What follows belongs to an exercise in optimizing a design on an open flow for small area; a production flow would make more cautious choices.
Only simulation tests tie the RTL to the original design; equivalence was not proved.
No activity file was given, so power comes from the tool's default toggle rates.

==> flow/design.v <==
module ALU(input [7:0] a, b, input [3:0] oper, input clk,
           output reg [7:0] msb, lsb);
    wire [7:0] pp [0:7];
    wire [7:0] s  [0:7];    
    wire [6:0] c  [0:7];    
    wire [15:0] prod;
    genvar i, j, k;
    generate
        for (i = 0; i < 8; i = i + 1) begin : ppg
            assign pp[i] = a & {8{b[i]}};
        end
        assign s[0] = pp[0];
        assign c[0] = 7'h00;
        for (i = 1; i < 8; i = i + 1) begin : mrow
            for (j = 0; j < 7; j = j + 1) begin : mcl
                wire x = pp[i][j];
                wire y = s[i-1][j+1];
                wire z = c[i-1][j];
                assign s[i][j] = x ^ y ^ z;
                assign c[i][j] = (x & y) | (x & z) | (y & z);
            end
            assign s[i][7] = pp[i][7];
        end
        for (i = 0; i < 8; i = i + 1) begin : plo
            assign prod[i] = s[i][0];
        end
    endgenerate
    wire [7:0] fc;
    assign fc[0] = 1'b0;
    generate
        for (j = 0; j < 7; j = j + 1) begin : fadd
            wire x = s[7][j+1];
            wire y = c[7][j];
            assign prod[8+j] = x ^ y ^ fc[j];
            assign fc[j+1] = (x & y) | (x & fc[j]) | (y & fc[j]);
        end
    endgenerate
    assign prod[15] = fc[7];
    wire isdiv = (oper == 4'h3) | (oper == 4'h4);
    wire add   = (oper == 4'h0);
    wire gt    = (oper == 4'hE);
    wire [7:0] q;
    wire co;
    generate
        for (k = 7; k >= 0; k = k - 1) begin : row
            localparam integer W = 8 - k;
            wire [W-1:0] x;
            wire [W-1:0] bb;
            wire [W:0]   cc;
            wire [W-1:0] r;
            wire         qq;
            if (k == 7) begin : first
                assign x = a[7];
            end else begin : next
                assign x = {row[k+1].r, a[k]};
            end
            if (k == 0) begin : r0
                assign bb = b ^ {8{add}};
                assign cc[0] = ~(add | gt);
                assign qq = ~isdiv | cc[W];
                assign co = cc[W];
            end else begin : rk
                assign bb = b[W-1:0];
                assign cc[0] = 1'b1;
                assign qq = isdiv & ~|b[7:W] & cc[W];
            end
            for (j = 0; j < W; j = j + 1) begin : bt
                assign cc[j+1] = (x[j] & ~bb[j]) | (x[j] & cc[j]) | (~bb[j] & cc[j]);
                assign r[j] = x[j] ^ (qq & (~bb[j] ^ cc[j]));
            end
            assign q[k] = (k == 0) ? cc[W] : qq;
        end
    endgenerate
    wire [7:0] rem = row[0].r;
    always @(posedge clk) begin
        case (oper)
            4'h0: {msb, lsb} <= {7'h00, co, rem};
            4'h1: {msb, lsb} <= {{8{~co}}, rem};
            4'h2: {msb, lsb} <= prod;
            4'h3: {msb, lsb} <= {8'h00, q};
            4'h4: {msb, lsb} <= {8'h00, rem};
            4'h5: {msb, lsb} <= {8'h00, a & b};
            4'h6: {msb, lsb} <= {8'hFF, ~(a & b)};
            4'h7: {msb, lsb} <= {8'h00, a | b};
            4'h8: {msb, lsb} <= {8'hFF, ~(a | b)};
            4'h9: {msb, lsb} <= {8'h00, a ^ b};
            4'hA: {msb, lsb} <= {8'hFF, a ~^ b};
            4'hB: {msb, lsb} <= {8'hFF, ~a};
            4'hC: {msb, lsb} <= {7'h00, a, 1'b0};
            4'hD: {msb, lsb} <= {9'h000, a[7:1]};
            4'hE: {msb, lsb} <= {15'h0000, co};
            default: {msb, lsb} <= {15'h0000, ~co};
        endcase
    end
endmodule
==> flow/flow/run.sh <==
#!/bin/bash
# Own flow: the standard synthesis (kept for reference), then the
# hand-built netlist in flow/net.v (same registers, same names) in its place,
# then the standard layout from floorplan to finish. Port buffers are
# buf_1 cells.
set -euo pipefail
R=orfs/results/$FLOW_PLATFORM/ALU/base
bash standard.sh synth > std_synth.log 2>&1
cp $R/1_2_yosys.v std_1_2_yosys.v
cp flow/net.v $R/1_2_yosys.v
touch $R/1_2_yosys.v
bash standard.sh "BUFFER_PORTS_ARGS=-buffer_cell sky130_fd_sc_hd__buf_2" finish > layout.log 2>&1
==> flow/standard.sh <==
#!/bin/bash
# synth_recipe.tcl (not shown) runs the flow's synth.tcl, then flattens the netlist and writes it again
# the make line also repeats each setting of config.mk as NAME=value (left out here)
make -C /OpenROAD-flow-scripts/flow DESIGN_CONFIG=/design/flow/config.mk WORK_HOME=/design/flow/orfs CLKGATE_MAP_FILE= SYNTH_SCRIPT=/design/flow/synth_recipe.tcl "${@:-finish}"
==> flow/config.mk <==
export PLATFORM = sky130hd
export DESIGN_NAME = ALU
export DESIGN_NICKNAME = ALU
export VERILOG_FILES = /design/flow/design.v
export SDC_FILE = /design/flow/constraint.sdc
export NUM_CORES = 4
export LEC_CHECK = 0
export CAP_MARGIN = 0
export CORE_MARGIN = 2
export CORE_UTILIZATION = 40
export SLEW_MARGIN = 0
==> flow/constraint.sdc <==
create_clock -name core_clock -period 12.5 [get_ports {clk}]
set_input_delay 2.5000 -clock core_clock [delete_from_list [all_inputs] [get_ports {clk}]]
set_output_delay 2.5000 -clock core_clock [all_outputs]
set_load 0.01 [all_outputs]
Not shown: flow/flow/net.v
==> impl_metrics.yaml, run 1 <==
power_and_ir_drop:
  p_leak_uw: 0.00149
  peakVddDrop_v: 0.0000430
  comb_power_uw: 288
cts:
  cts_root_buf: "clkbuf_8"
  cts.clk_slew.worst_paths_ns: 0.06
  cts_tree: "yes"
critical_path:
  crit_family: "compound AO/OA/AOI/OAI gates"
  setup.worst_path.end: "lsb[4]"
  crit_cells: 60
route:
  wl_mm: 10.1
  top_layer_used: "met4"
  viasPerCell: 5.20
floorplan:
  initial_utilization_pct: 41.5
  core-area_um2: 8760
layout:
  drive_gt1_share_pct: 12.0
  final_common_cell: "nand2_1"
  final_cells: 683
global_route:
  grt_pass1_vias: 3448
  track_usage_pct: 21.0
  grt_use_met2_pct: 34.8
placement:
  dp_cells: 677
  dpl_cell_area_um2: 3990
outcome:
  status: "timing/DRC/antenna clean"
sta:
  fin_tns_setup_ns: 0
  max_slew_margin_pct: 30.1
  hold_viol_final: 0
  finalCritPeriodShare_pct: 91.9
==> run 2, diff against run 1 <==
==> flow/flow/net.v (replaced) <==
module ALU(a, b, oper, clk, msb, lsb);
input [7:0] a; input [7:0] b; input [3:0] oper; input clk;
output [7:0] msb; output [7:0] lsb;
wire n0,n2,n3,n4,n5,n6,n7,n8,n9,n10,n11,n12,n13,n14,n15,n16,n17,n18,n19,n20;
wire n21,n22,n23,n24,n25,n26,n27,n28,n29,n30,n31,n32,n33,n34,n35,n36,n37,n38,n39,n40;
wire n41,n42,n43,n44,n45,n46,n47,n48,n49,n50,n51,n52,n53,n54,n55,n56,n57,n58,n59,n60;
wire n61,n62,n63,n64,n65,n66,n67,n68,n69,n70,n71,n72,n73,n74,n75,n76,n77,n78,n79,n80;
wire n81,n82,n83,n84,n85,n86,n87,n88,n89,n90,n91,n92,n93,n94,n95,n96,n97,n98,n99,n100;
wire n101,n102,n103,n104,n105,n106,n107,n108,n109,n110,n111,n112,n113,n114,n115,n116,n117,n118,n119,n120;
wire n121,n122,n123,n124,n125,n126,n127,n128,n129,n130,n131,n132,n133,n134,n135,n136,n137,n138,n139,n140;
wire n141,n142,n143,n144,n145,n146,n147,n148,n149,n150,n151,n152,n153,n154,n155,n156,n157,n158,n159,n160;
wire n161,n162,n163,n164,n165,n166,n167,n168,n169,n170,n171,n172,n173,n174,n175,n176,n177,n178,n179,n180;
wire n181,n182,n183,n184,n185,n186,n187,n188,n189,n190,n191,n192,n193,n194,n195,n196,n197,n198,n199,n200;
wire n201,n202,n203,n204,n205,n206,n207,n208,n209,n210,n211,n212,n213,n214,n215,n216,n217,n218,n219,n220;
wire n221,n222,n223,n224,n225,n226,n227,n228,n229,n230,n231,n232,n233,n234,n235,n236,n237,n238,n239,n240;
wire n241,n242,n243,n244,n245,n246,n247,n248,n249,n250,n251,n252,n253,n254,n255,n256,n257,n258,n259,n260;
wire n261,n262,n263,n264,n265,n266,n267,n268,n269,n270,n271,n272,n273,n274,n275,n276,n277,n278,n279,n280;
wire n281,n282,n283,n284,n285,n286,n287,n288,n289,n290,n291,n292,n293,n294,n295,n296,n297,n298,n299,n300;
wire n301,n302,n303,n304,n305,n306,n307,n308,n309,n310,n311,n312,n313,n314,n315,n316,n317,n318,n319,n320;
wire n321,n322,n323,n324,n325,n326,n327,n328,n329,n330,n331,n332,n333,n334,n335,n336,n337,n338,n339,n340;
wire n341,n342,n343,n344,n345,n346,n347,n348,n349,n350,n351,n352,n353,n354,n355,n356,n357,n358,n359,n360;
wire n361,n362,n363,n364,n365,n366,n367,n368,n369,n370,n371,n372,n373,n374,n375,n376,n377,n378,n379,n380;
wire n381,n382,n383,n384,n385,n386,n387,n388,n389,n390,n391,n392,n393,n394,n395,n396,n397,n398,n399,n400;
wire n401,n402,n403,n404,n405,n406,n407,n408,n409,n410,n411,n412,n413,n414,n415,n416,n417,n418,n419,n420;
wire n421,n422,n423,n424,n425,n426,n427,n428,n429,n430,n431,n432,n433,n434,n435,n436,n437,n438,n439,n440;
wire n441,n442,n443,n444,n445,n446,n447,n448,n449,n450,n451,n452,n453,n454,n455,n456,n457,n458,n459,n460;
wire n461,n462,n463,n464,n465,n466,n467,n468,n469,n470,n471,n472,n473,n474,n475,n476,n477,n478,n479,n480;
wire n481,n482,n483,n484,n485,n486,n487,n488,n489,n490,n491,n492,n493,n494,n495,n496,n497,n498,n499,n500;
wire n501,n502,n503,n504,n505,n506,n507,n508,n509,n510,n511,n512;
sky130_fd_sc_hd__clkinv_1 g0(.A(b[5]),.Y(n2));
sky130_fd_sc_hd__clkinv_1 g1(.A(b[3]),.Y(n3));
sky130_fd_sc_hd__clkinv_1 g2(.A(b[1]),.Y(n4));
sky130_fd_sc_hd__clkinv_1 g3(.A(b[0]),.Y(n0));
sky130_fd_sc_hd__a21oi_1 g4(.A1(oper[0]),.A2(oper[2]),.B1(oper[3]),.Y(n5));
sky130_fd_sc_hd__clkinv_1 g5(.A(oper[0]),.Y(n6));
sky130_fd_sc_hd__nand2_1 g6(.A(n6),.B(oper[1]),.Y(n7));
sky130_fd_sc_hd__o211ai_1 g7(.A1(oper[1]),.A2(oper[2]),.B1(n5),.C1(n7),.Y(n8));
sky130_fd_sc_hd__clkinv_1 g8(.A(b[7]),.Y(n9));
sky130_fd_sc_hd__o2111ai_1 g9(.A1(oper[1]),.A2(oper[2]),.B1(n9),.C1(n5),.D1(n7),.Y(n10));
sky130_fd_sc_hd__nor4_1 g10(.A(b[4]),.B(b[6]),.C(b[5]),.D(n10),.Y(n11));
sky130_fd_sc_hd__clkinv_1 g11(.A(b[3]),.Y(n12));
sky130_fd_sc_hd__nand2_1 g12(.A(n11),.B(n12),.Y(n13));
sky130_fd_sc_hd__nor2_1 g13(.A(b[2]),.B(n13),.Y(n14));
sky130_fd_sc_hd__clkinv_1 g14(.A(b[1]),.Y(n15));
sky130_fd_sc_hd__nand2_1 g15(.A(n14),.B(n15),.Y(n16));
sky130_fd_sc_hd__clkinv_1 g16(.A(n16),.Y(n17));
sky130_fd_sc_hd__clkinv_1 g17(.A(a[7]),.Y(n18));
sky130_fd_sc_hd__a21oi_1 g18(.A1(n17),.A2(b[0]),.B1(n18),.Y(n19));
sky130_fd_sc_hd__clkinv_1 g19(.A(b[0]),.Y(n20));
sky130_fd_sc_hd__o21ai_0 g20(.A1(n20),.A2(a[6]),.B1(n14),.Y(n21));
sky130_fd_sc_hd__a21oi_1 g21(.A1(b[1]),.A2(n18),.B1(n21),.Y(n22));
sky130_fd_sc_hd__o21ai_0 g22(.A1(n15),.A2(n21),.B1(n19),.Y(n23));
sky130_fd_sc_hd__nand2_1 g23(.A(n18),.B(b[1]),.Y(n24));
sky130_fd_sc_hd__clkinv_1 g24(.A(a[6]),.Y(n25));
sky130_fd_sc_hd__a31oi_1 g25(.A1(n14),.A2(b[0]),.A3(n24),.B1(n25),.Y(n26));
sky130_fd_sc_hd__or2_2 g26(.A(a[5]),.B(n20),.X(n27));
sky130_fd_sc_hd__nor2_1 g27(.A(n15),.B(n27),.Y(n28));
sky130_fd_sc_hd__clkinv_1 g28(.A(n28),.Y(n29));
sky130_fd_sc_hd__nand2_1 g29(.A(n27),.B(n15),.Y(n30));
sky130_fd_sc_hd__clkinv_1 g30(.A(n30),.Y(n31));
sky130_fd_sc_hd__a21oi_1 g31(.A1(n26),.A2(n29),.B1(n31),.Y(n32));
sky130_fd_sc_hd__or2_2 g32(.A(b[2]),.B(n32),.X(n33));
sky130_fd_sc_hd__nand2_1 g33(.A(n33),.B(n23),.Y(n34));
sky130_fd_sc_hd__a21oi_1 g34(.A1(n32),.A2(b[2]),.B1(n13),.Y(n35));
sky130_fd_sc_hd__nand2_1 g35(.A(n34),.B(n35),.Y(n36));
sky130_fd_sc_hd__clkinv_1 g36(.A(n36),.Y(n37));
sky130_fd_sc_hd__a21oi_1 g37(.A1(b[0]),.A2(n18),.B1(n16),.Y(n38));
sky130_fd_sc_hd__a21oi_1 g38(.A1(n33),.A2(n35),.B1(n23),.Y(n39));
sky130_fd_sc_hd__o21ai_0 g39(.A1(n20),.A2(n36),.B1(a[5]),.Y(n40));
sky130_fd_sc_hd__o21ai_0 g40(.A1(n27),.A2(n36),.B1(n40),.Y(n41));
sky130_fd_sc_hd__nor2_1 g41(.A(n0),.B(a[1]),.Y(n42));
sky130_fd_sc_hd__nor2_1 g42(.A(n0),.B(a[2]),.Y(n43));
sky130_fd_sc_hd__nor2_1 g43(.A(n0),.B(a[3]),.Y(n44));
sky130_fd_sc_hd__nor2_1 g44(.A(n0),.B(a[4]),.Y(n45));
sky130_fd_sc_hd__nor2_1 g45(.A(b[6]),.B(n10),.Y(n46));
sky130_fd_sc_hd__clkinv_1 g46(.A(n46),.Y(n47));
sky130_fd_sc_hd__nor2_1 g47(.A(b[5]),.B(n47),.Y(n48));
sky130_fd_sc_hd__clkinv_1 g48(.A(n48),.Y(n49));
sky130_fd_sc_hd__nor3_1 g49(.A(n31),.B(n28),.C(n36),.Y(n50));
sky130_fd_sc_hd__xnor2_1 g50(.A(n26),.B(n50),.Y(n51));
sky130_fd_sc_hd__clkinv_1 g51(.A(n52),.Y(n53));
sky130_fd_sc_hd__clkinv_1 g52(.A(oper[2]),.Y(n54));
sky130_fd_sc_hd__nand2_1 g53(.A(n54),.B(oper[0]),.Y(n55));
sky130_fd_sc_hd__clkinv_1 g54(.A(oper[1]),.Y(n56));
sky130_fd_sc_hd__nor2_1 g55(.A(oper[3]),.B(n56),.Y(n57));
sky130_fd_sc_hd__clkinv_1 g56(.A(n57),.Y(n58));
sky130_fd_sc_hd__nor2_1 g57(.A(n55),.B(n58),.Y(n59));
sky130_fd_sc_hd__clkinv_1 g58(.A(n59),.Y(n60));
sky130_fd_sc_hd__xor2_1 g59(.A(b[6]),.B(n61),.X(n62));
sky130_fd_sc_hd__clkinv_1 g60(.A(n62),.Y(n63));
sky130_fd_sc_hd__xor2_1 g61(.A(b[5]),.B(n61),.X(n64));
sky130_fd_sc_hd__nor3_1 g62(.A(oper[1]),.B(oper[3]),.C(n55),.Y(n65));
sky130_fd_sc_hd__clkinv_1 g63(.A(n65),.Y(n66));
sky130_fd_sc_hd__nand2_1 g64(.A(n57),.B(n67),.Y(n68));
sky130_fd_sc_hd__clkinv_1 g65(.A(oper[3]),.Y(n69));
sky130_fd_sc_hd__clkinv_1 g66(.A(oper[0]),.Y(n70));
sky130_fd_sc_hd__nor2_1 g67(.A(n70),.B(n54),.Y(n71));
sky130_fd_sc_hd__clkinv_1 g68(.A(n71),.Y(n72));
sky130_fd_sc_hd__nor3_1 g69(.A(oper[1]),.B(n69),.C(n72),.Y(n73));
sky130_fd_sc_hd__nor4_1 g70(.A(oper[1]),.B(oper[0]),.C(n54),.D(n69),.Y(n74));
sky130_fd_sc_hd__nor2_1 g71(.A(n56),.B(n69),.Y(n75));
sky130_fd_sc_hd__clkinv_1 g72(.A(n75),.Y(n76));
sky130_fd_sc_hd__nand2_1 g73(.A(n57),.B(oper[2]),.Y(n77));
sky130_fd_sc_hd__o21ai_0 g74(.A1(oper[2]),.A2(n69),.B1(n77),.Y(n78));
sky130_fd_sc_hd__clkinv_1 g75(.A(n78),.Y(n79));
sky130_fd_sc_hd__a21oi_1 g76(.A1(oper[0]),.A2(n76),.B1(n79),.Y(n80));
sky130_fd_sc_hd__clkinv_1 g77(.A(n80),.Y(n81));
sky130_fd_sc_hd__nor2_1 g78(.A(n69),.B(n67),.Y(n82));
sky130_fd_sc_hd__a21oi_1 g79(.A1(n72),.A2(n76),.B1(n82),.Y(n83));
sky130_fd_sc_hd__nor3_1 g80(.A(n67),.B(n75),.C(n79),.Y(n84));
sky130_fd_sc_hd__nor2_1 g81(.A(n67),.B(n79),.Y(n85));
sky130_fd_sc_hd__nand3_1 g82(.A(n75),.B(n70),.C(oper[2]),.Y(n86));
sky130_fd_sc_hd__xor2_1 g83(.A(b[0]),.B(n86),.X(n87));
sky130_fd_sc_hd__nand2_1 g84(.A(n87),.B(n53),.Y(n88));
sky130_fd_sc_hd__o21ai_0 g85(.A1(a[0]),.A2(n87),.B1(n88),.Y(n89));
sky130_fd_sc_hd__xor2_1 g86(.A(b[7]),.B(n61),.X(n90));
sky130_fd_sc_hd__nor2_1 g87(.A(n72),.B(n76),.Y(n91));
sky130_fd_sc_hd__nand2_1 g88(.A(n60),.B(n86),.Y(n92));
sky130_fd_sc_hd__nand2_1 g89(.A(n72),.B(n93),.Y(n94));
sky130_fd_sc_hd__clkinv_1 g90(.A(n94),.Y(n95));
sky130_fd_sc_hd__nor2_1 g91(.A(oper[0]),.B(oper[2]),.Y(n67));
sky130_fd_sc_hd__nor2_1 g92(.A(oper[1]),.B(oper[3]),.Y(n93));
sky130_fd_sc_hd__nand2_1 g93(.A(n67),.B(n93),.Y(n61));
sky130_fd_sc_hd__clkinv_1 g94(.A(n61),.Y(n96));
sky130_fd_sc_hd__xor2_1 g95(.A(b[4]),.B(n61),.X(n97));
sky130_fd_sc_hd__clkinv_1 g96(.A(n97),.Y(n98));
sky130_fd_sc_hd__xor2_1 g97(.A(b[3]),.B(n61),.X(n99));
sky130_fd_sc_hd__xor2_1 g98(.A(b[2]),.B(n61),.X(n100));
sky130_fd_sc_hd__clkinv_1 g99(.A(n100),.Y(n101));
sky130_fd_sc_hd__xor2_1 g100(.A(b[1]),.B(n61),.X(n102));
sky130_fd_sc_hd__xor2_1 g101(.A(b[0]),.B(n61),.X(n52));
sky130_fd_sc_hd__a21oi_1 g102(.A1(n103),.A2(n104),.B1(n105),.Y(n106));
sky130_fd_sc_hd__a21oi_1 g103(.A1(n107),.A2(n108),.B1(n109),.Y(n110));
sky130_fd_sc_hd__a21oi_1 g104(.A1(n111),.A2(n112),.B1(n113),.Y(n114));
sky130_fd_sc_hd__a21oi_1 g105(.A1(n73),.A2(a[1]),.B1(n115),.Y(n116));
sky130_fd_sc_hd__a21oi_1 g106(.A1(n74),.A2(a[6]),.B1(n117),.Y(n118));
sky130_fd_sc_hd__a21oi_1 g107(.A1(n119),.A2(n120),.B1(n121),.Y(n122));
sky130_fd_sc_hd__a21oi_1 g108(.A1(n123),.A2(n124),.B1(n125),.Y(n126));
sky130_fd_sc_hd__a21oi_1 g109(.A1(n127),.A2(n128),.B1(n129),.Y(n130));
sky130_fd_sc_hd__a21oi_1 g110(.A1(n131),.A2(n132),.B1(n133),.Y(n134));
sky130_fd_sc_hd__a21oi_1 g111(.A1(n135),.A2(n136),.B1(n137),.Y(n138));
sky130_fd_sc_hd__a21oi_1 g112(.A1(n139),.A2(n140),.B1(n141),.Y(n142));
sky130_fd_sc_hd__a21oi_1 g113(.A1(n143),.A2(n144),.B1(n145),.Y(n146));
sky130_fd_sc_hd__a21oi_1 g114(.A1(n147),.A2(n148),.B1(n149),.Y(n150));
sky130_fd_sc_hd__a221oi_1 g115(.A1(n74),.A2(a[0]),.B1(n73),.B2(a[2]),.C1(n151),.Y(n152));
sky130_fd_sc_hd__a221oi_1 g116(.A1(n74),.A2(a[1]),.B1(n73),.B2(a[3]),.C1(n153),.Y(n154));
sky130_fd_sc_hd__a221oi_1 g117(.A1(n74),.A2(a[2]),.B1(n73),.B2(a[4]),.C1(n155),.Y(n156));
sky130_fd_sc_hd__a221oi_1 g118(.A1(n74),.A2(a[3]),.B1(n73),.B2(a[5]),.C1(n157),.Y(n158));
sky130_fd_sc_hd__a221oi_1 g119(.A1(n74),.A2(a[4]),.B1(n73),.B2(a[6]),.C1(n159),.Y(n160));
sky130_fd_sc_hd__a221oi_1 g120(.A1(n74),.A2(a[5]),.B1(n73),.B2(a[7]),.C1(n161),.Y(n162));
sky130_fd_sc_hd__buf_2 g121(.A(n163),.X(n164));
sky130_fd_sc_hd__fa_1 g122(.A(n165),.B(n166),.CIN(n167),.COUT(n168),.SUM(n169));
sky130_fd_sc_hd__fa_1 g123(.A(n170),.B(n171),.CIN(n172),.COUT(n173),.SUM(n174));
sky130_fd_sc_hd__fa_1 g124(.A(n175),.B(n176),.CIN(n177),.COUT(n178),.SUM(n179));
sky130_fd_sc_hd__fa_1 g125(.A(n180),.B(n181),.CIN(n182),.COUT(n183),.SUM(n184));
sky130_fd_sc_hd__fa_1 g126(.A(n185),.B(n186),.CIN(n187),.COUT(n188),.SUM(n189));
sky130_fd_sc_hd__fa_1 g127(.A(n190),.B(n191),.CIN(n192),.COUT(n193),.SUM(n194));
sky130_fd_sc_hd__fa_1 g128(.A(n195),.B(n196),.CIN(n197),.COUT(n198),.SUM(n199));
sky130_fd_sc_hd__fa_1 g129(.A(n200),.B(n201),.CIN(n202),.COUT(n203),.SUM(n204));
sky130_fd_sc_hd__fa_1 g130(.A(n205),.B(n179),.CIN(n206),.COUT(n207),.SUM(n208));
sky130_fd_sc_hd__fa_1 g131(.A(n209),.B(n184),.CIN(n178),.COUT(n210),.SUM(n211));
sky130_fd_sc_hd__fa_1 g132(.A(n212),.B(n189),.CIN(n183),.COUT(n213),.SUM(n214));
sky130_fd_sc_hd__fa_1 g133(.A(n215),.B(n194),.CIN(n188),.COUT(n216),.SUM(n217));
sky130_fd_sc_hd__fa_1 g134(.A(n218),.B(n219),.CIN(n220),.COUT(n221),.SUM(n222));
sky130_fd_sc_hd__fa_1 g135(.A(n223),.B(n224),.CIN(n193),.COUT(n225),.SUM(n226));
sky130_fd_sc_hd__fa_1 g136(.A(n227),.B(n204),.CIN(n198),.COUT(n228),.SUM(n229));
sky130_fd_sc_hd__fa_1 g137(.A(n230),.B(n208),.CIN(n203),.COUT(n231),.SUM(n232));
sky130_fd_sc_hd__fa_1 g138(.A(n233),.B(n211),.CIN(n207),.COUT(n234),.SUM(n235));
sky130_fd_sc_hd__fa_1 g139(.A(n236),.B(n214),.CIN(n210),.COUT(n237),.SUM(n238));
sky130_fd_sc_hd__fa_1 g140(.A(n239),.B(n217),.CIN(n213),.COUT(n240),.SUM(n241));
sky130_fd_sc_hd__fa_1 g141(.A(n242),.B(n226),.CIN(n216),.COUT(n243),.SUM(n244));
sky130_fd_sc_hd__fa_1 g142(.A(n245),.B(n246),.CIN(n225),.COUT(n247),.SUM(n248));
sky130_fd_sc_hd__fa_1 g143(.A(n249),.B(n232),.CIN(n228),.COUT(n250),.SUM(n251));
sky130_fd_sc_hd__fa_1 g144(.A(n252),.B(n235),.CIN(n231),.COUT(n253),.SUM(n254));
sky130_fd_sc_hd__fa_1 g145(.A(n255),.B(n256),.CIN(n257),.COUT(n177),.SUM(n258));
sky130_fd_sc_hd__fa_1 g146(.A(n259),.B(n238),.CIN(n234),.COUT(n260),.SUM(n261));
sky130_fd_sc_hd__fa_1 g147(.A(n262),.B(n241),.CIN(n237),.COUT(n263),.SUM(n264));
sky130_fd_sc_hd__fa_1 g148(.A(n265),.B(n244),.CIN(n240),.COUT(n266),.SUM(n267));
sky130_fd_sc_hd__fa_1 g149(.A(n268),.B(n248),.CIN(n243),.COUT(n269),.SUM(n270));
sky130_fd_sc_hd__fa_1 g150(.A(n271),.B(n272),.CIN(n247),.COUT(n273),.SUM(n274));
sky130_fd_sc_hd__fa_1 g151(.A(n275),.B(n254),.CIN(n250),.COUT(n276),.SUM(n277));
sky130_fd_sc_hd__fa_1 g152(.A(n278),.B(n261),.CIN(n253),.COUT(n279),.SUM(n280));
sky130_fd_sc_hd__fa_1 g153(.A(n281),.B(n264),.CIN(n260),.COUT(n282),.SUM(n283));
sky130_fd_sc_hd__fa_1 g154(.A(n284),.B(n267),.CIN(n263),.COUT(n285),.SUM(n286));
sky130_fd_sc_hd__fa_1 g155(.A(n287),.B(n270),.CIN(n266),.COUT(n288),.SUM(n289));
sky130_fd_sc_hd__fa_1 g156(.A(n290),.B(n291),.CIN(n292),.COUT(n182),.SUM(n176));
sky130_fd_sc_hd__fa_1 g157(.A(n293),.B(n274),.CIN(n269),.COUT(n294),.SUM(n295));
sky130_fd_sc_hd__fa_1 g158(.A(n296),.B(n297),.CIN(n273),.COUT(n298),.SUM(n299));
sky130_fd_sc_hd__fa_1 g159(.A(n283),.B(n279),.CIN(n300),.COUT(n301),.SUM(n302));
sky130_fd_sc_hd__fa_1 g160(.A(n286),.B(n282),.CIN(n301),.COUT(n303),.SUM(n304));
sky130_fd_sc_hd__fa_1 g161(.A(n289),.B(n285),.CIN(n303),.COUT(n305),.SUM(n306));
sky130_fd_sc_hd__fa_1 g162(.A(n295),.B(n288),.CIN(n305),.COUT(n307),.SUM(n308));
sky130_fd_sc_hd__fa_1 g163(.A(n299),.B(n294),.CIN(n307),.COUT(n309),.SUM(n310));
sky130_fd_sc_hd__fa_1 g164(.A(n311),.B(n298),.CIN(n309),.COUT(n312),.SUM(n313));
sky130_fd_sc_hd__fa_1 g165(.A(n314),.B(n315),.CIN(n316),.COUT(n187),.SUM(n181));
sky130_fd_sc_hd__fa_1 g166(.A(n317),.B(n318),.CIN(n319),.COUT(n192),.SUM(n186));
sky130_fd_sc_hd__fa_1 g167(.A(n320),.B(n174),.CIN(n168),.COUT(n197),.SUM(n321));
sky130_fd_sc_hd__fa_1 g168(.A(n322),.B(n222),.CIN(n173),.COUT(n202),.SUM(n196));
sky130_fd_sc_hd__fa_1 g169(.A(n323),.B(n258),.CIN(n221),.COUT(n206),.SUM(n201));
sky130_fd_sc_hd__mux2i_1 g170(.A0(n91),.A1(n92),.S(n164),.Y(n324));
sky130_fd_sc_hd__mux2i_1 g171(.A0(n65),.A1(n96),.S(n164),.Y(n325));
sky130_fd_sc_hd__mux4_1 g172(.A0(n80),.A1(n85),.A2(n84),.A3(n83),.S0(b[0]),.S1(a[0]),.X(n326));
sky130_fd_sc_hd__mux4_1 g173(.A0(n80),.A1(n85),.A2(n84),.A3(n83),.S0(b[1]),.S1(a[1]),.X(n327));
sky130_fd_sc_hd__mux4_1 g174(.A0(n80),.A1(n85),.A2(n84),.A3(n83),.S0(b[2]),.S1(a[2]),.X(n328));
sky130_fd_sc_hd__mux4_1 g175(.A0(n80),.A1(n85),.A2(n84),.A3(n83),.S0(b[3]),.S1(a[3]),.X(n329));
sky130_fd_sc_hd__mux4_1 g176(.A0(n80),.A1(n85),.A2(n84),.A3(n83),.S0(b[4]),.S1(a[4]),.X(n330));
sky130_fd_sc_hd__mux4_1 g177(.A0(n80),.A1(n85),.A2(n84),.A3(n83),.S0(b[5]),.S1(a[5]),.X(n331));
sky130_fd_sc_hd__mux4_1 g178(.A0(n80),.A1(n85),.A2(n84),.A3(n83),.S0(b[6]),.S1(a[6]),.X(n332));
sky130_fd_sc_hd__mux4_1 g179(.A0(n80),.A1(n85),.A2(n84),.A3(n83),.S0(b[7]),.S1(a[7]),.X(n333));
sky130_fd_sc_hd__nand2_1 g180(.A(a[0]),.B(b[0]),.Y(n334));
sky130_fd_sc_hd__nand2_1 g181(.A(a[1]),.B(b[0]),.Y(n335));
sky130_fd_sc_hd__nand2_1 g182(.A(a[2]),.B(b[1]),.Y(n336));
sky130_fd_sc_hd__nand2_1 g183(.A(n337),.B(n90),.Y(n338));
sky130_fd_sc_hd__nand2_1 g184(.A(n74),.B(a[7]),.Y(n339));
sky130_fd_sc_hd__nand2_1 g185(.A(n59),.B(n340),.Y(n341));
sky130_fd_sc_hd__nand2_1 g186(.A(n95),.B(n342),.Y(n343));
sky130_fd_sc_hd__nand2_1 g187(.A(n59),.B(n344),.Y(n345));
sky130_fd_sc_hd__nand2_1 g188(.A(n95),.B(n346),.Y(n347));
sky130_fd_sc_hd__nand2_1 g189(.A(n59),.B(n37),.Y(n348));
sky130_fd_sc_hd__nand2_1 g190(.A(n95),.B(n349),.Y(n350));
sky130_fd_sc_hd__nand2_1 g191(.A(n59),.B(n22),.Y(n351));
sky130_fd_sc_hd__nand2_1 g192(.A(n59),.B(n38),.Y(n352));
sky130_fd_sc_hd__nand2_1 g193(.A(a[3]),.B(b[1]),.Y(n353));
sky130_fd_sc_hd__nand2_1 g194(.A(n95),.B(n354),.Y(n355));
sky130_fd_sc_hd__nand2_1 g195(.A(n325),.B(n356),.Y(n357));
sky130_fd_sc_hd__nand2_1 g196(.A(a[4]),.B(b[1]),.Y(n358));
sky130_fd_sc_hd__nand2_1 g197(.A(a[5]),.B(b[1]),.Y(n359));
sky130_fd_sc_hd__nand2_1 g198(.A(a[6]),.B(b[1]),.Y(n360));
sky130_fd_sc_hd__nand2_1 g199(.A(a[7]),.B(b[1]),.Y(n318));
sky130_fd_sc_hd__nand2_1 g200(.A(a[0]),.B(b[2]),.Y(n165));
sky130_fd_sc_hd__nand2_1 g201(.A(a[1]),.B(b[2]),.Y(n170));
sky130_fd_sc_hd__nand2_1 g202(.A(a[2]),.B(b[2]),.Y(n218));
sky130_fd_sc_hd__nand2_1 g203(.A(a[3]),.B(b[2]),.Y(n255));
sky130_fd_sc_hd__nand2_1 g204(.A(a[2]),.B(b[0]),.Y(n361));
sky130_fd_sc_hd__nand2_1 g205(.A(a[4]),.B(b[2]),.Y(n290));
sky130_fd_sc_hd__nand2_1 g206(.A(a[5]),.B(b[2]),.Y(n314));
sky130_fd_sc_hd__nand2_1 g207(.A(a[6]),.B(b[2]),.Y(n317));
sky130_fd_sc_hd__nand2_1 g208(.A(a[7]),.B(b[2]),.Y(n191));
sky130_fd_sc_hd__nand2_1 g209(.A(a[0]),.B(b[3]),.Y(n320));
sky130_fd_sc_hd__nand2_1 g210(.A(a[1]),.B(b[3]),.Y(n322));
sky130_fd_sc_hd__nand2_1 g211(.A(a[2]),.B(b[3]),.Y(n323));
sky130_fd_sc_hd__nand2_1 g212(.A(a[3]),.B(b[3]),.Y(n175));
sky130_fd_sc_hd__nand2_1 g213(.A(a[4]),.B(b[3]),.Y(n180));
sky130_fd_sc_hd__nand2_1 g214(.A(a[5]),.B(b[3]),.Y(n185));
sky130_fd_sc_hd__nand2_1 g215(.A(a[3]),.B(b[0]),.Y(n362));
sky130_fd_sc_hd__nand2_1 g216(.A(a[6]),.B(b[3]),.Y(n190));
sky130_fd_sc_hd__nand2_1 g217(.A(a[7]),.B(b[3]),.Y(n224));
sky130_fd_sc_hd__nand2_1 g218(.A(a[0]),.B(b[4]),.Y(n195));
sky130_fd_sc_hd__nand2_1 g219(.A(a[1]),.B(b[4]),.Y(n200));
sky130_fd_sc_hd__nand2_1 g220(.A(a[2]),.B(b[4]),.Y(n205));
sky130_fd_sc_hd__nand2_1 g221(.A(a[3]),.B(b[4]),.Y(n209));
sky130_fd_sc_hd__nand2_1 g222(.A(a[4]),.B(b[4]),.Y(n212));
sky130_fd_sc_hd__nand2_1 g223(.A(a[5]),.B(b[4]),.Y(n215));
sky130_fd_sc_hd__nand2_1 g224(.A(a[6]),.B(b[4]),.Y(n223));
sky130_fd_sc_hd__nand2_1 g225(.A(a[7]),.B(b[4]),.Y(n246));
sky130_fd_sc_hd__nand2_1 g226(.A(a[4]),.B(b[0]),.Y(n363));
sky130_fd_sc_hd__nand2_1 g227(.A(a[0]),.B(b[5]),.Y(n227));
sky130_fd_sc_hd__nand2_1 g228(.A(a[1]),.B(b[5]),.Y(n230));
sky130_fd_sc_hd__nand2_1 g229(.A(a[2]),.B(b[5]),.Y(n233));
sky130_fd_sc_hd__nand2_1 g230(.A(a[3]),.B(b[5]),.Y(n236));
sky130_fd_sc_hd__nand2_1 g231(.A(a[4]),.B(b[5]),.Y(n239));
sky130_fd_sc_hd__nand2_1 g232(.A(a[5]),.B(b[5]),.Y(n242));
sky130_fd_sc_hd__nand2_1 g233(.A(a[6]),.B(b[5]),.Y(n245));
sky130_fd_sc_hd__nand2_1 g234(.A(a[7]),.B(b[5]),.Y(n272));
sky130_fd_sc_hd__nand2_1 g235(.A(a[0]),.B(b[6]),.Y(n249));
sky130_fd_sc_hd__nand2_1 g236(.A(a[1]),.B(b[6]),.Y(n252));
sky130_fd_sc_hd__nand2_1 g237(.A(a[5]),.B(b[0]),.Y(n364));
sky130_fd_sc_hd__nand2_1 g238(.A(a[2]),.B(b[6]),.Y(n259));
sky130_fd_sc_hd__nand2_1 g239(.A(a[3]),.B(b[6]),.Y(n262));
sky130_fd_sc_hd__nand2_1 g240(.A(a[4]),.B(b[6]),.Y(n265));
sky130_fd_sc_hd__nand2_1 g241(.A(a[5]),.B(b[6]),.Y(n268));
sky130_fd_sc_hd__nand2_1 g242(.A(a[6]),.B(b[6]),.Y(n271));
sky130_fd_sc_hd__nand2_1 g243(.A(a[7]),.B(b[6]),.Y(n297));
sky130_fd_sc_hd__nand2_1 g244(.A(a[0]),.B(b[7]),.Y(n275));
sky130_fd_sc_hd__nand2_1 g245(.A(a[1]),.B(b[7]),.Y(n278));
sky130_fd_sc_hd__nand2_1 g246(.A(a[2]),.B(b[7]),.Y(n281));
sky130_fd_sc_hd__nand2_1 g247(.A(a[3]),.B(b[7]),.Y(n284));
sky130_fd_sc_hd__nand2_1 g248(.A(a[6]),.B(b[0]),.Y(n365));
sky130_fd_sc_hd__nand2_1 g249(.A(a[4]),.B(b[7]),.Y(n287));
sky130_fd_sc_hd__nand2_1 g250(.A(a[5]),.B(b[7]),.Y(n293));
sky130_fd_sc_hd__nand2_1 g251(.A(a[6]),.B(b[7]),.Y(n296));
sky130_fd_sc_hd__nand2_1 g252(.A(a[7]),.B(b[7]),.Y(n311));
sky130_fd_sc_hd__nand2_1 g253(.A(n41),.B(n4),.Y(n366));
sky130_fd_sc_hd__nand2_1 g254(.A(n51),.B(b[2]),.Y(n103));
sky130_fd_sc_hd__nand2_1 g255(.A(n39),.B(n3),.Y(n367));
sky130_fd_sc_hd__nand2_1 g256(.A(n368),.B(n4),.Y(n369));
sky130_fd_sc_hd__nand2_1 g257(.A(n370),.B(b[2]),.Y(n107));
sky130_fd_sc_hd__nand2_1 g258(.A(n371),.B(n3),.Y(n372));
sky130_fd_sc_hd__nand2_1 g259(.A(a[7]),.B(b[0]),.Y(n373));
sky130_fd_sc_hd__nand2_1 g260(.A(n374),.B(b[4]),.Y(n119));
sky130_fd_sc_hd__nand2_1 g261(.A(n344),.B(b[0]),.Y(n375));
sky130_fd_sc_hd__nand2_1 g262(.A(n344),.B(n376),.Y(n377));
sky130_fd_sc_hd__nand2_1 g263(.A(n344),.B(n378),.Y(n379));
sky130_fd_sc_hd__nand2_1 g264(.A(n344),.B(n380),.Y(n381));
sky130_fd_sc_hd__nand2_1 g265(.A(n344),.B(n382),.Y(n383));
sky130_fd_sc_hd__nand2_1 g266(.A(n384),.B(n4),.Y(n385));
sky130_fd_sc_hd__nand2_1 g267(.A(n386),.B(b[2]),.Y(n123));
sky130_fd_sc_hd__nand2_1 g268(.A(n387),.B(n3),.Y(n388));
sky130_fd_sc_hd__nand2_1 g269(.A(n389),.B(b[4]),.Y(n127));
sky130_fd_sc_hd__nand2_1 g270(.A(a[0]),.B(b[1]),.Y(n390));
sky130_fd_sc_hd__nand2_1 g271(.A(n391),.B(n2),.Y(n392));
sky130_fd_sc_hd__nand2_1 g272(.A(n393),.B(n4),.Y(n394));
sky130_fd_sc_hd__nand2_1 g273(.A(n395),.B(b[2]),.Y(n131));
sky130_fd_sc_hd__nand2_1 g274(.A(n396),.B(n3),.Y(n397));
sky130_fd_sc_hd__nand2_1 g275(.A(n398),.B(b[4]),.Y(n135));
sky130_fd_sc_hd__nand2_1 g276(.A(n399),.B(n2),.Y(n400));
sky130_fd_sc_hd__nand2_1 g277(.A(n401),.B(b[6]),.Y(n139));
sky130_fd_sc_hd__nand2_1 g278(.A(n340),.B(b[0]),.Y(n402));
sky130_fd_sc_hd__nand2_1 g279(.A(n340),.B(n403),.Y(n404));
sky130_fd_sc_hd__nand2_1 g280(.A(n340),.B(n405),.Y(n406));
sky130_fd_sc_hd__nand2_1 g281(.A(a[1]),.B(b[1]),.Y(n407));
sky130_fd_sc_hd__nand2_1 g282(.A(n340),.B(n408),.Y(n409));
sky130_fd_sc_hd__nand2_1 g283(.A(n340),.B(n410),.Y(n411));
sky130_fd_sc_hd__nand2_1 g284(.A(n340),.B(n412),.Y(n413));
sky130_fd_sc_hd__nand2_1 g285(.A(n340),.B(n414),.Y(n415));
sky130_fd_sc_hd__nand2_1 g286(.A(n416),.B(n102),.Y(n417));
sky130_fd_sc_hd__nand2_1 g287(.A(n418),.B(n101),.Y(n143));
sky130_fd_sc_hd__nand2_1 g288(.A(n419),.B(n99),.Y(n420));
sky130_fd_sc_hd__nand2_1 g289(.A(n421),.B(n98),.Y(n147));
sky130_fd_sc_hd__nand2_1 g290(.A(n422),.B(n64),.Y(n423));
sky130_fd_sc_hd__nand2_1 g291(.A(n424),.B(n63),.Y(n111));
sky130_fd_sc_hd__nand2_2 g292(.A(n11),.B(n425),.Y(n426));
sky130_fd_sc_hd__nand2_2 g293(.A(n46),.B(n427),.Y(n428));
sky130_fd_sc_hd__nand3_1 g294(.A(n350),.B(n351),.C(n162),.Y(n429));
sky130_fd_sc_hd__nand3_1 g295(.A(n355),.B(n324),.C(n116),.Y(n430));
sky130_fd_sc_hd__nor2_1 g296(.A(n41),.B(n4),.Y(n431));
sky130_fd_sc_hd__nor2_1 g297(.A(n51),.B(b[2]),.Y(n105));
sky130_fd_sc_hd__nor2_1 g298(.A(n374),.B(b[4]),.Y(n121));
sky130_fd_sc_hd__nor2_1 g299(.A(n384),.B(n4),.Y(n432));
sky130_fd_sc_hd__nor2_1 g300(.A(n386),.B(b[2]),.Y(n125));
sky130_fd_sc_hd__nor2_1 g301(.A(n387),.B(n3),.Y(n433));
sky130_fd_sc_hd__nor2_1 g302(.A(n389),.B(b[4]),.Y(n129));
sky130_fd_sc_hd__nor2_1 g303(.A(n391),.B(n2),.Y(n434));
sky130_fd_sc_hd__nor2_1 g304(.A(n428),.B(n0),.Y(n435));
sky130_fd_sc_hd__nor2_1 g305(.A(n428),.B(n436),.Y(n437));
sky130_fd_sc_hd__nor2_1 g306(.A(n428),.B(n438),.Y(n439));
sky130_fd_sc_hd__nor2_1 g307(.A(n428),.B(n440),.Y(n441));
sky130_fd_sc_hd__nor2_1 g308(.A(n39),.B(n3),.Y(n442));
sky130_fd_sc_hd__nor2_1 g309(.A(n428),.B(n443),.Y(n444));
sky130_fd_sc_hd__nor2_1 g310(.A(n428),.B(n445),.Y(n446));
sky130_fd_sc_hd__nor2_1 g311(.A(n393),.B(n4),.Y(n447));
sky130_fd_sc_hd__nor2_1 g312(.A(n395),.B(b[2]),.Y(n133));
sky130_fd_sc_hd__nor2_1 g313(.A(n396),.B(n3),.Y(n448));
sky130_fd_sc_hd__nor2_1 g314(.A(n398),.B(b[4]),.Y(n137));
sky130_fd_sc_hd__nor2_1 g315(.A(n399),.B(n2),.Y(n449));
sky130_fd_sc_hd__nor2_1 g316(.A(n401),.B(b[6]),.Y(n141));
sky130_fd_sc_hd__nor2_1 g317(.A(n416),.B(n102),.Y(n450));
sky130_fd_sc_hd__nor2_1 g318(.A(n418),.B(n101),.Y(n145));
sky130_fd_sc_hd__nor2_1 g319(.A(n426),.B(n0),.Y(n451));
sky130_fd_sc_hd__nor2_1 g320(.A(n419),.B(n99),.Y(n452));
sky130_fd_sc_hd__nor2_1 g321(.A(n421),.B(n98),.Y(n149));
sky130_fd_sc_hd__nor2_1 g322(.A(n422),.B(n64),.Y(n453));
sky130_fd_sc_hd__nor2_1 g323(.A(n424),.B(n63),.Y(n113));
sky130_fd_sc_hd__nor2_1 g324(.A(n337),.B(n90),.Y(n454));
sky130_fd_sc_hd__nor2_1 g325(.A(n455),.B(n87),.Y(n456));
sky130_fd_sc_hd__nor2_1 g326(.A(n455),.B(n457),.Y(n458));
sky130_fd_sc_hd__nor2_1 g327(.A(n455),.B(n459),.Y(n460));
sky130_fd_sc_hd__nor2_1 g328(.A(n455),.B(n461),.Y(n462));
sky130_fd_sc_hd__nor2_1 g329(.A(n455),.B(n463),.Y(n464));
sky130_fd_sc_hd__nor2_1 g330(.A(n426),.B(n465),.Y(n466));
sky130_fd_sc_hd__nor2_1 g331(.A(n455),.B(n467),.Y(n468));
sky130_fd_sc_hd__nor2_1 g332(.A(n455),.B(n469),.Y(n470));
sky130_fd_sc_hd__nor2_1 g333(.A(n455),.B(n471),.Y(n472));
sky130_fd_sc_hd__nor2_1 g334(.A(n68),.B(n334),.Y(n473));
sky130_fd_sc_hd__nor2_1 g335(.A(n68),.B(n474),.Y(n475));
sky130_fd_sc_hd__nor2_1 g336(.A(n68),.B(n169),.Y(n476));
sky130_fd_sc_hd__nor2_1 g337(.A(n68),.B(n321),.Y(n477));
sky130_fd_sc_hd__nor2_1 g338(.A(n68),.B(n199),.Y(n478));
sky130_fd_sc_hd__nor2_1 g339(.A(n68),.B(n229),.Y(n479));
sky130_fd_sc_hd__nor2_1 g340(.A(n68),.B(n251),.Y(n480));
sky130_fd_sc_hd__nor2_1 g341(.A(n426),.B(n481),.Y(n482));
sky130_fd_sc_hd__nor2_1 g342(.A(n68),.B(n277),.Y(n483));
sky130_fd_sc_hd__nor2_1 g343(.A(n426),.B(n484),.Y(n485));
sky130_fd_sc_hd__nor2_1 g344(.A(n368),.B(n4),.Y(n486));
sky130_fd_sc_hd__nor2_1 g345(.A(n370),.B(b[2]),.Y(n109));
sky130_fd_sc_hd__nor2_1 g346(.A(n371),.B(n3),.Y(n487));
sky130_fd_sc_hd__nor2_2 g347(.A(n49),.B(n122),.Y(n344));
sky130_fd_sc_hd__nor2_2 g348(.A(n10),.B(n142),.Y(n340));
sky130_fd_sc_hd__nor2_2 g349(.A(n8),.B(n163),.Y(n455));
sky130_fd_sc_hd__o211a_1 g350(.A1(n68),.A2(n488),.B1(n81),.C1(n339),.X(n356));
sky130_fd_sc_hd__o211ai_1 g351(.A1(n94),.A2(n489),.B1(n341),.C1(n152),.Y(n490));
sky130_fd_sc_hd__o211ai_1 g352(.A1(n60),.A2(n428),.B1(n343),.C1(n154),.Y(n491));
sky130_fd_sc_hd__o211ai_1 g353(.A1(n94),.A2(n492),.B1(n345),.C1(n156),.Y(n493));
sky130_fd_sc_hd__o211ai_1 g354(.A1(n60),.A2(n426),.B1(n347),.C1(n158),.Y(n494));
sky130_fd_sc_hd__o211ai_1 g355(.A1(n94),.A2(n495),.B1(n348),.C1(n160),.Y(n496));
sky130_fd_sc_hd__o211ai_1 g356(.A1(n94),.A2(n497),.B1(n352),.C1(n118),.Y(n498));
sky130_fd_sc_hd__o21a_1 g357(.A1(n68),.A2(n302),.B1(n81),.X(n499));
sky130_fd_sc_hd__o21a_1 g358(.A1(n68),.A2(n304),.B1(n81),.X(n500));
sky130_fd_sc_hd__o21a_1 g359(.A1(n68),.A2(n306),.B1(n81),.X(n501));
sky130_fd_sc_hd__o21a_1 g360(.A1(n68),.A2(n308),.B1(n81),.X(n502));
sky130_fd_sc_hd__o21a_1 g361(.A1(n68),.A2(n310),.B1(n81),.X(n503));
sky130_fd_sc_hd__o21a_1 g362(.A1(n68),.A2(n313),.B1(n81),.X(n504));
sky130_fd_sc_hd__o21a_1 g363(.A1(n68),.A2(n312),.B1(n81),.X(n505));
sky130_fd_sc_hd__o21ai_1 g364(.A1(n431),.A2(n45),.B1(n366),.Y(n104));
sky130_fd_sc_hd__o21ai_1 g365(.A1(n442),.A2(n106),.B1(n367),.Y(n425));
sky130_fd_sc_hd__o21ai_1 g366(.A1(n450),.A2(n89),.B1(n417),.Y(n144));
sky130_fd_sc_hd__o21ai_1 g367(.A1(n452),.A2(n146),.B1(n420),.Y(n148));
sky130_fd_sc_hd__o21ai_1 g368(.A1(n453),.A2(n150),.B1(n423),.Y(n112));
sky130_fd_sc_hd__o21ai_1 g369(.A1(n454),.A2(n114),.B1(n338),.Y(n163));
sky130_fd_sc_hd__o21ai_1 g370(.A1(n66),.A2(n164),.B1(n499),.Y(n506));
sky130_fd_sc_hd__o21ai_1 g371(.A1(n66),.A2(n164),.B1(n500),.Y(n507));
sky130_fd_sc_hd__o21ai_1 g372(.A1(n66),.A2(n164),.B1(n501),.Y(n508));
sky130_fd_sc_hd__o21ai_1 g373(.A1(n66),.A2(n164),.B1(n502),.Y(n509));
sky130_fd_sc_hd__o21ai_1 g374(.A1(n66),.A2(n164),.B1(n503),.Y(n510));
sky130_fd_sc_hd__o21ai_1 g375(.A1(n66),.A2(n164),.B1(n504),.Y(n511));
sky130_fd_sc_hd__o21ai_1 g376(.A1(n486),.A2(n44),.B1(n369),.Y(n108));
sky130_fd_sc_hd__o21ai_1 g377(.A1(n66),.A2(n164),.B1(n505),.Y(n512));
sky130_fd_sc_hd__o21ai_1 g378(.A1(n487),.A2(n110),.B1(n372),.Y(n120));
sky130_fd_sc_hd__o21ai_1 g379(.A1(n432),.A2(n43),.B1(n385),.Y(n124));
sky130_fd_sc_hd__o21ai_1 g380(.A1(n433),.A2(n126),.B1(n388),.Y(n128));
sky130_fd_sc_hd__o21ai_1 g381(.A1(n434),.A2(n130),.B1(n392),.Y(n427));
sky130_fd_sc_hd__o21ai_1 g382(.A1(n447),.A2(n42),.B1(n394),.Y(n132));
sky130_fd_sc_hd__o21ai_1 g383(.A1(n448),.A2(n134),.B1(n397),.Y(n136));
sky130_fd_sc_hd__o21ai_1 g384(.A1(n449),.A2(n138),.B1(n400),.Y(n140));
sky130_fd_sc_hd__or2_1 g385(.A(n390),.B(n335),.X(n167));
sky130_fd_sc_hd__or2_1 g386(.A(n407),.B(n361),.X(n172));
sky130_fd_sc_hd__or2_1 g387(.A(n328),.B(n476),.X(n153));
sky130_fd_sc_hd__or2_1 g388(.A(n329),.B(n477),.X(n155));
sky130_fd_sc_hd__or2_1 g389(.A(n330),.B(n478),.X(n157));
sky130_fd_sc_hd__or2_1 g390(.A(n331),.B(n479),.X(n159));
sky130_fd_sc_hd__or2_1 g391(.A(n332),.B(n480),.X(n161));
sky130_fd_sc_hd__or2_1 g392(.A(n333),.B(n483),.X(n117));
sky130_fd_sc_hd__or2_1 g393(.A(n336),.B(n362),.X(n220));
sky130_fd_sc_hd__or2_1 g394(.A(n353),.B(n363),.X(n257));
sky130_fd_sc_hd__or2_1 g395(.A(n358),.B(n364),.X(n292));
sky130_fd_sc_hd__or2_1 g396(.A(n359),.B(n365),.X(n316));
sky130_fd_sc_hd__or2_1 g397(.A(n360),.B(n373),.X(n319));
sky130_fd_sc_hd__or2_1 g398(.A(n280),.B(n276),.X(n300));
sky130_fd_sc_hd__or2_1 g399(.A(n326),.B(n473),.X(n115));
sky130_fd_sc_hd__or2_1 g400(.A(n327),.B(n475),.X(n151));
sky130_fd_sc_hd__xnor2_1 g401(.A(n390),.B(n335),.Y(n474));
sky130_fd_sc_hd__xnor2_1 g402(.A(n407),.B(n361),.Y(n166));
sky130_fd_sc_hd__xnor2_1 g403(.A(n51),.B(n482),.Y(n371));
sky130_fd_sc_hd__xnor2_1 g404(.A(b[3]),.B(n106),.Y(n484));
sky130_fd_sc_hd__xnor2_1 g405(.A(n39),.B(n485),.Y(n374));
sky130_fd_sc_hd__xnor2_1 g406(.A(a[3]),.B(n375),.Y(n384));
sky130_fd_sc_hd__xnor2_1 g407(.A(b[2]),.B(n108),.Y(n378));
sky130_fd_sc_hd__xnor2_1 g408(.A(b[4]),.B(n120),.Y(n382));
sky130_fd_sc_hd__xnor2_1 g409(.A(b[1]),.B(n43),.Y(n436));
sky130_fd_sc_hd__xnor2_1 g410(.A(n384),.B(n437),.Y(n395));
sky130_fd_sc_hd__xnor2_1 g411(.A(n386),.B(n439),.Y(n396));
sky130_fd_sc_hd__xnor2_1 g412(.A(b[3]),.B(n126),.Y(n440));
sky130_fd_sc_hd__xnor2_1 g413(.A(n336),.B(n362),.Y(n171));
sky130_fd_sc_hd__xnor2_1 g414(.A(n387),.B(n441),.Y(n398));
sky130_fd_sc_hd__xnor2_1 g415(.A(n389),.B(n444),.Y(n399));
sky130_fd_sc_hd__xnor2_1 g416(.A(b[5]),.B(n130),.Y(n445));
sky130_fd_sc_hd__xnor2_1 g417(.A(n391),.B(n446),.Y(n401));
sky130_fd_sc_hd__xnor2_1 g418(.A(a[1]),.B(n402),.Y(n416));
sky130_fd_sc_hd__xnor2_1 g419(.A(b[2]),.B(n132),.Y(n405));
sky130_fd_sc_hd__xnor2_1 g420(.A(b[4]),.B(n136),.Y(n410));
sky130_fd_sc_hd__xnor2_1 g421(.A(b[6]),.B(n140),.Y(n414));
sky130_fd_sc_hd__xnor2_1 g422(.A(n416),.B(n458),.Y(n489));
sky130_fd_sc_hd__xnor2_1 g423(.A(n418),.B(n460),.Y(n342));
sky130_fd_sc_hd__xnor2_1 g424(.A(n353),.B(n363),.Y(n219));
sky130_fd_sc_hd__xnor2_1 g425(.A(n419),.B(n462),.Y(n492));
sky130_fd_sc_hd__xnor2_1 g426(.A(n421),.B(n464),.Y(n346));
sky130_fd_sc_hd__xnor2_1 g427(.A(n422),.B(n468),.Y(n495));
sky130_fd_sc_hd__xnor2_1 g428(.A(n424),.B(n470),.Y(n349));
sky130_fd_sc_hd__xnor2_1 g429(.A(n337),.B(n472),.Y(n497));
sky130_fd_sc_hd__xnor2_1 g430(.A(n358),.B(n364),.Y(n256));
sky130_fd_sc_hd__xnor2_1 g431(.A(n359),.B(n365),.Y(n291));
sky130_fd_sc_hd__xnor2_1 g432(.A(n360),.B(n373),.Y(n315));
sky130_fd_sc_hd__xnor2_1 g433(.A(n280),.B(n276),.Y(n488));
sky130_fd_sc_hd__xnor2_1 g434(.A(b[1]),.B(n45),.Y(n465));
sky130_fd_sc_hd__xnor2_1 g435(.A(n41),.B(n466),.Y(n370));
sky130_fd_sc_hd__xor2_1 g436(.A(a[4]),.B(n451),.X(n368));
sky130_fd_sc_hd__xor2_1 g437(.A(b[2]),.B(n104),.X(n481));
sky130_fd_sc_hd__xor2_1 g438(.A(b[4]),.B(n128),.X(n443));
sky130_fd_sc_hd__xor2_1 g439(.A(b[1]),.B(n42),.X(n403));
sky130_fd_sc_hd__xor2_1 g440(.A(n393),.B(n404),.X(n418));
sky130_fd_sc_hd__xor2_1 g441(.A(n395),.B(n406),.X(n419));
sky130_fd_sc_hd__xor2_1 g442(.A(b[3]),.B(n134),.X(n408));
sky130_fd_sc_hd__xor2_1 g443(.A(n396),.B(n409),.X(n421));
sky130_fd_sc_hd__xor2_1 g444(.A(n398),.B(n411),.X(n422));
sky130_fd_sc_hd__xor2_1 g445(.A(b[5]),.B(n138),.X(n412));
sky130_fd_sc_hd__xor2_1 g446(.A(n399),.B(n413),.X(n424));
sky130_fd_sc_hd__xor2_1 g447(.A(n401),.B(n415),.X(n337));
sky130_fd_sc_hd__xor2_1 g448(.A(b[1]),.B(n44),.X(n376));
sky130_fd_sc_hd__xor2_1 g449(.A(a[0]),.B(n456),.X(n354));
sky130_fd_sc_hd__xor2_1 g450(.A(n102),.B(n89),.X(n457));
sky130_fd_sc_hd__xor2_1 g451(.A(n101),.B(n144),.X(n459));
sky130_fd_sc_hd__xor2_1 g452(.A(n99),.B(n146),.X(n461));
sky130_fd_sc_hd__xor2_1 g453(.A(n98),.B(n148),.X(n463));
sky130_fd_sc_hd__xor2_1 g454(.A(n64),.B(n150),.X(n467));
sky130_fd_sc_hd__xor2_1 g455(.A(n63),.B(n112),.X(n469));
sky130_fd_sc_hd__xor2_1 g456(.A(n90),.B(n114),.X(n471));
sky130_fd_sc_hd__xor2_1 g457(.A(n368),.B(n377),.X(n386));
sky130_fd_sc_hd__xor2_1 g458(.A(n370),.B(n379),.X(n387));
sky130_fd_sc_hd__xor2_1 g459(.A(b[3]),.B(n110),.X(n380));
sky130_fd_sc_hd__xor2_1 g460(.A(n371),.B(n381),.X(n389));
sky130_fd_sc_hd__xor2_1 g461(.A(n374),.B(n383),.X(n391));
sky130_fd_sc_hd__xor2_1 g462(.A(a[2]),.B(n435),.X(n393));
sky130_fd_sc_hd__xor2_1 g463(.A(b[2]),.B(n124),.X(n438));
sky130_fd_sc_hd__dfxtp_1 \lsb[0]$_DFF_P_ (.CLK(clk),.D(n430),.Q(lsb[0]));
sky130_fd_sc_hd__dfxtp_1 \lsb[1]$_DFF_P_ (.CLK(clk),.D(n490),.Q(lsb[1]));
sky130_fd_sc_hd__dfxtp_1 \lsb[2]$_DFF_P_ (.CLK(clk),.D(n491),.Q(lsb[2]));
sky130_fd_sc_hd__dfxtp_1 \lsb[3]$_DFF_P_ (.CLK(clk),.D(n493),.Q(lsb[3]));
sky130_fd_sc_hd__dfxtp_1 \lsb[4]$_DFF_P_ (.CLK(clk),.D(n494),.Q(lsb[4]));
sky130_fd_sc_hd__dfxtp_1 \lsb[5]$_DFF_P_ (.CLK(clk),.D(n496),.Q(lsb[5]));
sky130_fd_sc_hd__dfxtp_1 \lsb[6]$_DFF_P_ (.CLK(clk),.D(n429),.Q(lsb[6]));
sky130_fd_sc_hd__dfxtp_1 \lsb[7]$_DFF_P_ (.CLK(clk),.D(n498),.Q(lsb[7]));
sky130_fd_sc_hd__dfxtp_1 \msb[0]$_DFF_P_ (.CLK(clk),.D(n357),.Q(msb[0]));
sky130_fd_sc_hd__dfxtp_1 \msb[1]$_DFF_P_ (.CLK(clk),.D(n506),.Q(msb[1]));
sky130_fd_sc_hd__dfxtp_1 \msb[2]$_DFF_P_ (.CLK(clk),.D(n507),.Q(msb[2]));
sky130_fd_sc_hd__dfxtp_1 \msb[3]$_DFF_P_ (.CLK(clk),.D(n508),.Q(msb[3]));
sky130_fd_sc_hd__dfxtp_1 \msb[4]$_DFF_P_ (.CLK(clk),.D(n509),.Q(msb[4]));
sky130_fd_sc_hd__dfxtp_1 \msb[5]$_DFF_P_ (.CLK(clk),.D(n510),.Q(msb[5]));
sky130_fd_sc_hd__dfxtp_1 \msb[6]$_DFF_P_ (.CLK(clk),.D(n511),.Q(msb[6]));
sky130_fd_sc_hd__dfxtp_1 \msb[7]$_DFF_P_ (.CLK(clk),.D(n512),.Q(msb[7]));
endmodule
--- a/flow/config.mk
+++ b/flow/config.mk
@@ -8,4 +8,5 @@
 export CAP_MARGIN = 0
 export CORE_MARGIN = 2
 export CORE_UTILIZATION = 40
+export SETUP_SLACK_MARGIN = -0.5
 export SLEW_MARGIN = 0
==> run 2 against run 1 <==
Against the previous run: global-route usage down 1.8 points; die area down 0.13%; sequential share of layout area rose by 0.078 points; core utilization fell by 0.47 points; fmax down 2.5%; hold slack better by 0.012 ns; critical path type unchanged; largest cell class unchanged.
==> impl_metrics.yaml, run 2 <==
logic_synthesis:
  ys_warn_count: 1
  avgSynthCellArea_um2: 7.56
  syn-num-nets: 549
  syn-cell-area_um2: 3630
  synth_cells: 480
sta:
  fin_hold_ws_ns: 2.71
  period_needed_ns: 11.78
  hold_viol_final: 0
  worst_pin_slew_ns: 1.06
  finalSetupViolCount: 0
  fin_tns_setup_ns: 0
  finalMaxSlewViolations: 0
  finalCritPeriodShare_pct: 94.2
  fmax_mhz: 84.9
  max_slew_margin_pct: 28.4
global_route:
  grt_pass1_vias: 3154
  track_usage_pct: 19.2
  overflow: 0
  grt_pass1_wl_mm: 15.4
  grt_max_degree: 26
  antenna_found_initial: 0
floorplan:
  dieWidth_um: 99.3
  die_y_um: 99.3
  boundaryPins: 37
  initial_utilization_pct: 41.4
  die_area_um2: 9860
  fp-row-count: 34
  core-area_um2: 8760
run:
  maxCapViolations: 0
cts:
  cts.clk_slew.worst_paths_ns: 0.05
  cts_tree: "yes"
  cts_root_buf: "clkbuf_8"
  cts_hold_buf: 0
  clock_tree.buffer_depth: 2
  htree_levels: 1
  cts_made_buffers: 3
  cts.sinks: 16
route:
  wl_mm: 9.08
  antenna_left: 0
  drc: 0
  viasPerCell: 5.22
  vias: 3313
  drt_pass1_iterations: 5
  drt_iter0_drc: 198
  avgRoutedWirePerCell_um: 14.3
power_and_ir_drop:
  comb_power_share_pct: 73.4
  pwr-share-clk_pct: 9.7
  p_leak_uw: 0.00153
  p_sw_uw: 165
  seqPwrFrac_pct: 16.9
  powerDensity_nw_per_um2: 89.9
  switching_share_pct: 44.7
  p_int_uw: 204
  peakVddDrop_v: 0.0000465
critical_path:
  crit_start: "oper[2]"
  cp_max_fo: 8
  required_ns: 12.61
  endpoint_kind: "flip-flop"
  max_stage_delay_ns: 0.36
  critical_path.slowest_cell: "nor4_4"
  arrival_ns: 11.89
  critical_path_class: "in -> reg"
  crit_top_cell: "o21ai_1"
  worst_setup_path_start_kind: "input port"
layout:
  final_cells: 635
  final_common_cell: "nand2_1"
  layout_common_cells: "126 x nand2_1, 68 x nor2_1, 48 x fa_1, 37 x xor2_1, 36 x buf_2"
  post-route-util_pct: 46.9
  num_antenna_cells: 0
  drive_gt1_share_pct: 11.4
  num-nets-final: 598
  area_delta_synth_final_pct: 13.1
hold_path:
  hp-start: "oper[3]"
  hp-class: "in -> reg"
placement:
  dp_cells: 631
  place.gp.congestion: 0.847
  port_buffers: 36
  hpwlAfterDp_mm: 7.24
outcome:
  status: "timing/DRC/antenna clean"
==> run 2: layer usage <==
metal  vias up  share of wire [%]  GRT usage, %
li1       1658                  -             -
met1      1563                 47          27.2
met2        76                 46          31.7
met3        16                3.7         0.843
met4         0                3.0          6.85
met5         -                  0             0
==> run 2: final timing paths <==
| check | end | depth (start not counted) |
|---|---|---|
| worst max-delay path | lsb[7] | 59 |
| worst min-delay path | msb[0] | 4 |
==> run 2: cell type report <==
class | instances | area, um2
well taps | 108 | 135
inverters | 34 | 128
multi-input cells | 429 | 3240
fillers | 873 | 4660
flip-flops and latches | 16 | 320
clock buffers | 3 | 41.3
repair buffers | 45 | 248
==> run 2: worst max-delay path: cells and delay by family <==
kind / cells / cell delay (ns)
AOI/OAI and AO/OA: 32 / 5.47
and+or+nand+nor: 21 / 2.54
xor gates and xnor gates: 5 / 1.18
buffers and inverters: 1 / 0.16
==> run 2: timing repair <==
| item | in CTS | in global routing |
|---|---|---|
| endpoints found under the hold margin | 0 | 0 |
| resized for setup | 0 | 9 |
| endpoints found under the setup margin | 0 | 16 |
| setup buffers | 0 | 1 |
==> run 2: power groups by stage <==
stage	Clock [uW]	Sequential, uW	Combinational (uW)
3_5_place_dp	0	63.8	271
6_report	35.7	62.5	271
3_3_place_gp	0	63.8	265
5_1_grt	38.3	63.3	306
4_1_cts	36.7	62.7	272
2_1_floorplan	0	69.9	194
==> run 2: metrics by stage <==
step | total power, uW | cell area [um2] | setup WS (ns)
2_1_floorplan | 264 | 3630 | 1.68
3_3_place_gp | 329 | 4000 | -0.0873
3_5_place_dp | 335 | 4000 | -0.369
4_1_cts | 371 | 4040 | -0.131
5_1_grt | 407 | 4110 | -0.491
6_report | 369 | 4110 | 0.722

## what the ideal ports hide
Ports are ideal in the flow. The routed layouts listed here were re-timed in OpenROAD. Step 1 sets driving cells, clkbuf_16 on the clock port and buf_2 on the other inputs (assumed; they add their load-dependent delay and slew). Step 2, shift: input delay + t, output delay - t, t = (earliest + latest rising clock arrival at the registers) / 2. This alone moves slack from input paths to output paths. Slacks: ideal ports / drivers / drivers and shift; pairs: ideal ports / drivers.
run | t, ns | setup slack, ns | hold WS [ns] | worst setup path after step 2 | worst register clock-pin slew, ns
run 1 | 0.263 | 1.013 / 1.015 / 0.752 | 2.700 / 2.700 / 2.910 | input to register | 0.06 / 0.06
run 2 | 0.260 | 0.722 / 0.725 / 0.465 | 2.711 / 2.720 / 2.912 | input to register | 0.05 / 0.05
After both steps every run listed still meets setup and hold. The setup slack of run 1, which loses most, moves by +0.002 ns with the drivers and by -0.261 ns with both steps.
